Context: an optimization exercise on an open-source flow, tuned for small area. The choices shown serve that exercise and are no tape-out recipe.
At most, simulation tests tie the RTL to the original design; equivalence was not proved.

red:
==> flow/design.v <==
module edge_detector(
  input  logic clk,
  input  logic rst,
  input  logic in,
  output logic out
);
  logic [1:0] s_reg;
  always_ff @(posedge clk,posedge rst) begin
    if (rst)
      s_reg <= 2'b0;
    else begin
      s_reg[1] <= s_reg[0];
      s_reg[0] <= in;
    end
  end
  assign out = ~s_reg[1] & s_reg[0];
endmodule
module cellCA_sv(
	input logic self,
	input logic [2:0] vs,
	input logic [2:0] vc,
	output logic next);
logic p0, p1, q0, q1, h, c;
logic p0n, p1n, q0n, q1n;
assign {p1n, p0n} = {1'b0, ~vs[0]} + {1'b0, ~vs[1]} + {1'b0, ~vs[2]};
assign {q1n, q0n} = {1'b0, ~vc[0]} + {1'b0, ~vc[1]} + {1'b0, ~vc[2]};
assign p0 = ~p0n;
assign p1 = ~p1n;
assign q0 = ~q0n;
assign q1 = ~q1n;
assign h = p1 ^ q0;
assign c = p1 & q0;
assign next = (p0 & h & ~(c | q1)) | (self & ~p0 & ~h & (c ^ q1));
endmodule
module PanelDisplay (
	input logic clk,
	input logic rst,
	input logic cellOn,
	output logic [4:0] cellRow,
	output logic [5:0] cellCol,
	output logic [4:0] cycle20,
	output logic hsync,
	output logic vsync,
	output logic [3:0] red,
	output logic [3:0] green,
	output logic [3:0] blue);
  logic half;            
  logic [3:0] hOne;      
  logic [1:0] hTen;      
  logic [5:0] hCell;     
  logic [4:0] vLine;     
  logic [4:0] vCell;     
  logic hOneEnd, hTenEnd, lineEnd;
  assign hOneEnd = !half && hOne == 4'd9;
  assign hTenEnd = hOneEnd && (hTen == 2'd2 || (hCell == 6'd34 && hTen == 2'd1));
  assign lineEnd = hOneEnd && hCell == 6'd31 && hTen == 2'd0;
  always_ff @(posedge clk, posedge rst) begin
    if (rst) begin
      half <= 1'b0;
      hOne <= 4'd0;
      hTen <= 2'd1;      
      hCell <= 6'd31;
      vLine <= 5'd0;
      vCell <= 5'd0;
    end else begin
      half <= !half;
      if (!half)
        hOne <= (hOne == 4'd9) ? 4'd0 : hOne + 4'd1;
      if (hOneEnd)
        hTen <= hTenEnd ? 2'd0 : hTen + 2'd1;
      if (hTenEnd)
        hCell <= (hCell == 6'd34) ? 6'd0 : hCell + 6'd1;
      if (lineEnd) begin
        if (vLine == 5'd29 || (vCell == 5'd22 && vLine == 5'd5)) begin
          vLine <= 5'd0;
          vCell <= (vCell == 5'd22) ? 5'd0 : vCell + 5'd1;
        end else
          vLine <= vLine + 5'd1;
      end
    end
  end
  assign cellRow = vCell;
  assign cellCol = hCell;
  logic [3:0] hOneLag;
  assign hOneLag = !half ? hOne : (hOne == 4'd0) ? 4'd9 : hOne - 4'd1;
  assign cycle20 = {hOneLag, half};
  logic hsLow;
  always_comb begin
    if (hCell > 6'd25 && hCell < 6'd29)
      hsLow = 1'b1;
    else if (hCell == 6'd25)
      hsLow = hTen != 2'd0 || hOne >= 4'd6;
    else if (hCell == 6'd29)
      hsLow = hTen == 2'd0 && hOne <= 4'd5;
    else
      hsLow = 1'b0;
  end
  assign hsync = !hsLow;
  assign vsync = !(vCell == 5'd21 && vLine >= 5'd7 && vLine <= 5'd12);
  logic leftBar, rightBar, board, grid;
  assign leftBar = hCell > 6'd31 || (hCell == 6'd31 && hTen != 2'd0);   
  assign rightBar = (hCell >= 6'd20 && hCell <= 6'd22) || (hCell == 6'd23 && hTen == 2'd0);  
  assign board = hCell < 6'd20;                                           
  assign grid = (hTen == 2'd2 && hOne == 4'd9) || vLine == 5'd29;
  always_comb begin
    red = 4'b0000;
    green = 4'b0000;
    blue = 4'b0000;
    if (vCell < 5'd20) begin
      if (leftBar || rightBar) begin
        red = 4'b1111;
        green = 4'b1001;
        blue = 4'b1111;
      end else if (board) begin
        if (grid)
          red = 4'b1111;
        else if (cellOn) begin
          red = 4'b1111;
          green = 4'b1111;
          blue = 4'b1111;
        end
      end
    end
  end
endmodule
module GameOfLife_20(
	input logic clk,
	input logic rst,
	input logic load,
	input logic [4:0] load_row,  
	input logic [19:0] load_data,  
	input logic speedButton,  
	output logic vsync_out,
	output logic hsync_out,
	output logic [3:0] red,
	output logic [3:0] green,
	output logic [3:0] blue);
localparam int QN = 6;
logic vsync, hsync;
logic edgeDet, speedButtonEdge, step;
logic [1:0] vsync_edge;
logic [1:0] speedCounter;
logic [9:0][19:0] ringE, ringO;
logic [4:0] cycle20;      
logic [3:0] pair;         
logic sweep;              
logic sweepReg;
logic clearing;           
assign pair = (cycle20 >= 5'd10) ? 4'(cycle20 - 5'd10) : cycle20[3:0];
assign sweep = step | sweepReg;
always_ff @(posedge clk, posedge rst) begin
	if (rst) begin
		sweepReg <= 1'b1;
		clearing <= 1'b1;
	end else begin
		sweepReg <= sweep & (pair != 4'd9);
		clearing <= clearing & (pair != 4'd9);
	end
end
logic rowOk, pending, enq;
logic [3:0] lpair;
logic [4:0] dsum;
logic [3:0] dslot;
logic [9:0] ldE, ldO;
assign rowOk = load && (load_row < 5'd20);
assign lpair = load_row[4:1];
assign pending = sweep && (lpair > pair);    
assign enq = rowOk && pending;
assign dsum = {1'b0, lpair} + 5'd9 - {1'b0, pair};
assign dslot = (dsum >= 5'd10) ? 4'(dsum - 5'd10) : dsum[3:0];
always_comb
	for (int s = 0; s < 10; s++) begin
		ldE[s] = rowOk && !pending && !load_row[0] && (dslot == 4'(s));
		ldO[s] = rowOk && !pending && load_row[0] && (dslot == 4'(s));
	end
logic [QN-1:0] qv;
logic [QN-1:0][4:0] qtag;
logic [QN-1:0][19:0] qdata;
logic [QN-1:0] qhit, qfree, qalloc, qwr, qcm;
logic qanyhit, qcommitE, qcommitO;
logic [19:0] qoutE, qoutO;
always_comb begin
	qanyhit = 1'b0;
	qcommitE = 1'b0;
	qcommitO = 1'b0;
	qoutE = 20'd0;
	qoutO = 20'd0;
	for (int i = 0; i < QN; i++) begin
		qhit[i] = qv[i] && (qtag[i] == load_row);
		qcm[i] = sweep && qv[i] && (qtag[i][4:1] == pair);
		qfree[i] = !qv[i] || qcm[i];    
		qanyhit |= qhit[i];
		if (qcm[i] && !qtag[i][0]) begin
			qcommitE = 1'b1;
			qoutE |= qdata[i];
		end
		if (qcm[i] && qtag[i][0]) begin
			qcommitO = 1'b1;
			qoutO |= qdata[i];
		end
	end
	for (int i = 0; i < QN; i++) begin
		qalloc[i] = qfree[i];
		for (int k = 0; k < i; k++)
			if (qfree[k]) qalloc[i] = 1'b0;
		qwr[i] = enq && (qanyhit ? qhit[i] : qalloc[i]);
	end
end
always_ff @(posedge clk, posedge rst) begin
	if (rst)
		qv <= '0;
	else
		for (int i = 0; i < QN; i++)
			if (qwr[i])
				qv[i] <= 1'b1;
			else if (qcm[i])
				qv[i] <= 1'b0;
end
always_ff @(posedge clk)
	for (int i = 0; i < QN; i++)
		if (qwr[i]) begin
			qtag[i] <= load_row;
			qdata[i] <= load_data;
		end
logic [19:0] lineBuf;
logic [19:0] rowA, rowE, rowO, rowB, newE, newO;
assign rowA = (pair == 4'd0) ? 20'd0 : lineBuf;
assign rowE = ringE[0];
assign rowO = ringO[0];
assign rowB = (pair == 4'd9) ? 20'd0 : ~ringE[1];
logic [21:0] vsE, vcE, vsO, vcO;   
assign vsE[0] = 1'b0;
assign vcE[0] = 1'b0;
assign vsE[21] = 1'b0;
assign vcE[21] = 1'b0;
assign vsO[0] = 1'b0;
assign vcO[0] = 1'b0;
assign vsO[21] = 1'b0;
assign vcO[21] = 1'b0;
genvar j;
generate
for (j = 0; j < 20; j++) begin : g_col
	assign {vcE[j+1], vsE[j+1]} = {1'b0, rowA[j]} + {1'b0, rowE[j]} + {1'b0, rowO[j]};
	assign {vcO[j+1], vsO[j+1]} = {1'b0, rowE[j]} + {1'b0, rowO[j]} + {1'b0, rowB[j]};
	cellCA_sv u_cellE (.self(rowE[j]), .vs(vsE[j+2:j]), .vc(vcE[j+2:j]), .next(newE[j]));
	cellCA_sv u_cellO (.self(rowO[j]), .vs(vsO[j+2:j]), .vc(vcO[j+2:j]), .next(newO[j]));
end
endgenerate
logic [19:0] wpE, wpO;
always_comb begin
	if (sweep) begin
		wpE = qcommitE ? qoutE : clearing ? 20'd0 : newE;
		wpO = qcommitO ? qoutO : clearing ? 20'd0 : newO;
	end else begin
		wpE = ringE[0];
		wpO = ringO[0];
	end
end
always_ff @(posedge clk) begin
	for (int s = 0; s < 9; s++) begin
		ringE[s] <= ldE[s] ? ((s % 2 == 1) ? ~load_data : load_data) : ~ringE[s+1];
		ringO[s] <= ldO[s] ? ((s % 2 == 1) ? ~load_data : load_data) : ~ringO[s+1];
	end
	ringE[9] <= ldE[9] ? ~load_data : ~wpE;
	ringO[9] <= ldO[9] ? ~load_data : ~wpO;
end
logic [4:0] cellRow;
logic [5:0] cellCol;
always_ff @(posedge clk) begin
	if (rowOk && load_row == cellRow)
		lineBuf <= load_data;
	else if (sweep || cellRow[4:1] == pair)
		lineBuf <= (sweep || cellRow[0]) ? ringO[0] : ringE[0];
end
PanelDisplay panel(.clk(clk), .rst(rst), .cellOn(lineBuf[cellCol[4:0]]),
                   .cellRow(cellRow), .cellCol(cellCol), .cycle20(cycle20), .hsync(hsync),
                   .vsync(vsync), .red(red), .green(green), .blue(blue));
assign vsync_out = vsync;
assign hsync_out = hsync;
edge_detector vsync_edge_det(.clk(clk), .rst(rst), .in(vsync), .out(edgeDet));
edge_detector speedButton_edge(.clk(clk), .rst(rst), .in(speedButton), .out(speedButtonEdge));
always_ff @(posedge clk, posedge rst) begin
	if (rst)
		speedCounter <= 2'd0;
	else if (speedButtonEdge)
		speedCounter <= speedCounter + 2'd1;
end
assign step = edgeDet && ({1'b0, vsync_edge} >= 3'd3 - {1'b0, speedCounter});
always_ff @(posedge clk, posedge rst) begin
	if (rst)
		vsync_edge <= 2'd0;
	else if (edgeDet) begin
		if (step)
			vsync_edge <= 2'd0;
		else
			vsync_edge <= vsync_edge + 2'd1;
	end
end
endmodule
Settings: LEC_CHECK=0, CAP_MARGIN=0, CORE_MARGIN=2, CORE_UTILIZATION=70, SLEW_MARGIN=0; clock period 10.0 ns.
standard.sh (not shown) runs the stock make flow with config.mk's settings and CLKGATE_MAP_FILE= SYNTH_SCRIPT=/design/flow/synth_recipe.tcl, a recipe that flattens the netlist after the stock synthesis.
==> flow/flow/run.sh <==
#!/bin/bash
set -e
export CTS_ARGS="-sink_clustering_enable -repair_clock_nets -buf_list sky130_fd_sc_hd__clkbuf_2 -sink_clustering_size 6 -dont_use_dummy_load"
export BUFFER_PORTS_ARGS="-buffer_cell sky130_fd_sc_hd__buf_1"
bash standard.sh > standard_run.log 2>&1
The inputs of blue differ from those of red as listed below.
--- a/flow/design.v
+++ b/flow/design.v
@@ -17,23 +17,17 @@
 endmodule
 module cellCA_sv(
 	input logic self,
 	input logic [2:0] vs,
 	input logic [2:0] vc,
 	output logic next);
-logic p0, p1, q0, q1, h, c;
-logic p0n, p1n, q0n, q1n;
-assign {p1n, p0n} = {1'b0, ~vs[0]} + {1'b0, ~vs[1]} + {1'b0, ~vs[2]};
-assign {q1n, q0n} = {1'b0, ~vc[0]} + {1'b0, ~vc[1]} + {1'b0, ~vc[2]};
-assign p0 = ~p0n;
-assign p1 = ~p1n;
-assign q0 = ~q0n;
-assign q1 = ~q1n;
-assign h = p1 ^ q0;
-assign c = p1 & q0;
-assign next = (p0 & h & ~(c | q1)) | (self & ~p0 & ~h & (c ^ q1));
+logic p0, p1, q0, q1;
+assign {p1, p0} = vs[0] + vs[1] + vs[2];
+assign {q1, q0} = vc[0] + vc[1] + vc[2];
+assign next = (p0 & ~q1 & (q0 ^ p1)) |
+              (self & ~p0 & (q1 ? (~q0 & ~p1) : (q0 & p1)));
 endmodule
 module PanelDisplay (
 	input logic clk,
 	input logic rst,
 	input logic cellOn,
 	output logic [4:0] cellRow,
@@ -237,14 +231,14 @@
 assign vcO[0] = 1'b0;
 assign vsO[21] = 1'b0;
 assign vcO[21] = 1'b0;
 genvar j;
 generate
 for (j = 0; j < 20; j++) begin : g_col
-	assign {vcE[j+1], vsE[j+1]} = {1'b0, rowA[j]} + {1'b0, rowE[j]} + {1'b0, rowO[j]};
-	assign {vcO[j+1], vsO[j+1]} = {1'b0, rowE[j]} + {1'b0, rowO[j]} + {1'b0, rowB[j]};
+	assign {vcE[j+1], vsE[j+1]} = rowA[j] + rowE[j] + rowO[j];
+	assign {vcO[j+1], vsO[j+1]} = rowE[j] + rowO[j] + rowB[j];
 	cellCA_sv u_cellE (.self(rowE[j]), .vs(vsE[j+2:j]), .vc(vcE[j+2:j]), .next(newE[j]));
 	cellCA_sv u_cellO (.self(rowO[j]), .vs(vsO[j+2:j]), .vc(vcO[j+2:j]), .next(newO[j]));
 end
 endgenerate
 logic [19:0] wpE, wpO;
 always_comb begin
Results
Summary: with red as the reference, total instance count after detailed placement in blue moved up by a few percent. blue vs. red: post-placement setup slack went up by 0.023 ns. For net count after synthesis, dividing the value from red by the value from blue gives 0.938. blue: utilization lower than red. Diff red -> blue: number of multi-input combinational cells in the layout rose by about 10%, design area picked up an extra 0.0012 mm^2, combined area of the multi-input logic cells +0.0012 mm^2, cell count increased by 6.3% relative to the old numbers. Minimum clock period after layout ended up 0.18 ns lower on blue than on red. The gate count of the mapped netlist of blue exceeds that of red by 193. | effective utilization at floorplan | blue vs red | 0.18 points lower |.
For blue, only the layout was checked, not whether the RTL still works.

==> re-timing with driven ports <==
No port has a modelled driver above. Below, the same layouts with a new extraction and two added sets of constraints. Step 1, drivers: a clkbuf_16 drives clk and a buf_2 each remaining input, both assumed. Step 2, shift: input delay + t, output delay - t, t = (earliest + latest rising clock arrival at the registers) / 2. This alone moves slack from input paths to output paths. a / b / c = ideal ports / drivers / drivers and shift; a / b = the first two.
run | t (ns) | setup WS [ns] | hold WS [ns] | worst slew at a driven data input, ns
red | 1.352 | 2.551 / 2.551 / 2.551 | 0.268 / 0.268 / 0.268 | 0.04
blue | 1.130 | 2.736 / 2.736 / 2.736 | 0.377 / 0.377 / 0.377 | 0.05
After both steps setup and hold are still met in every run listed.
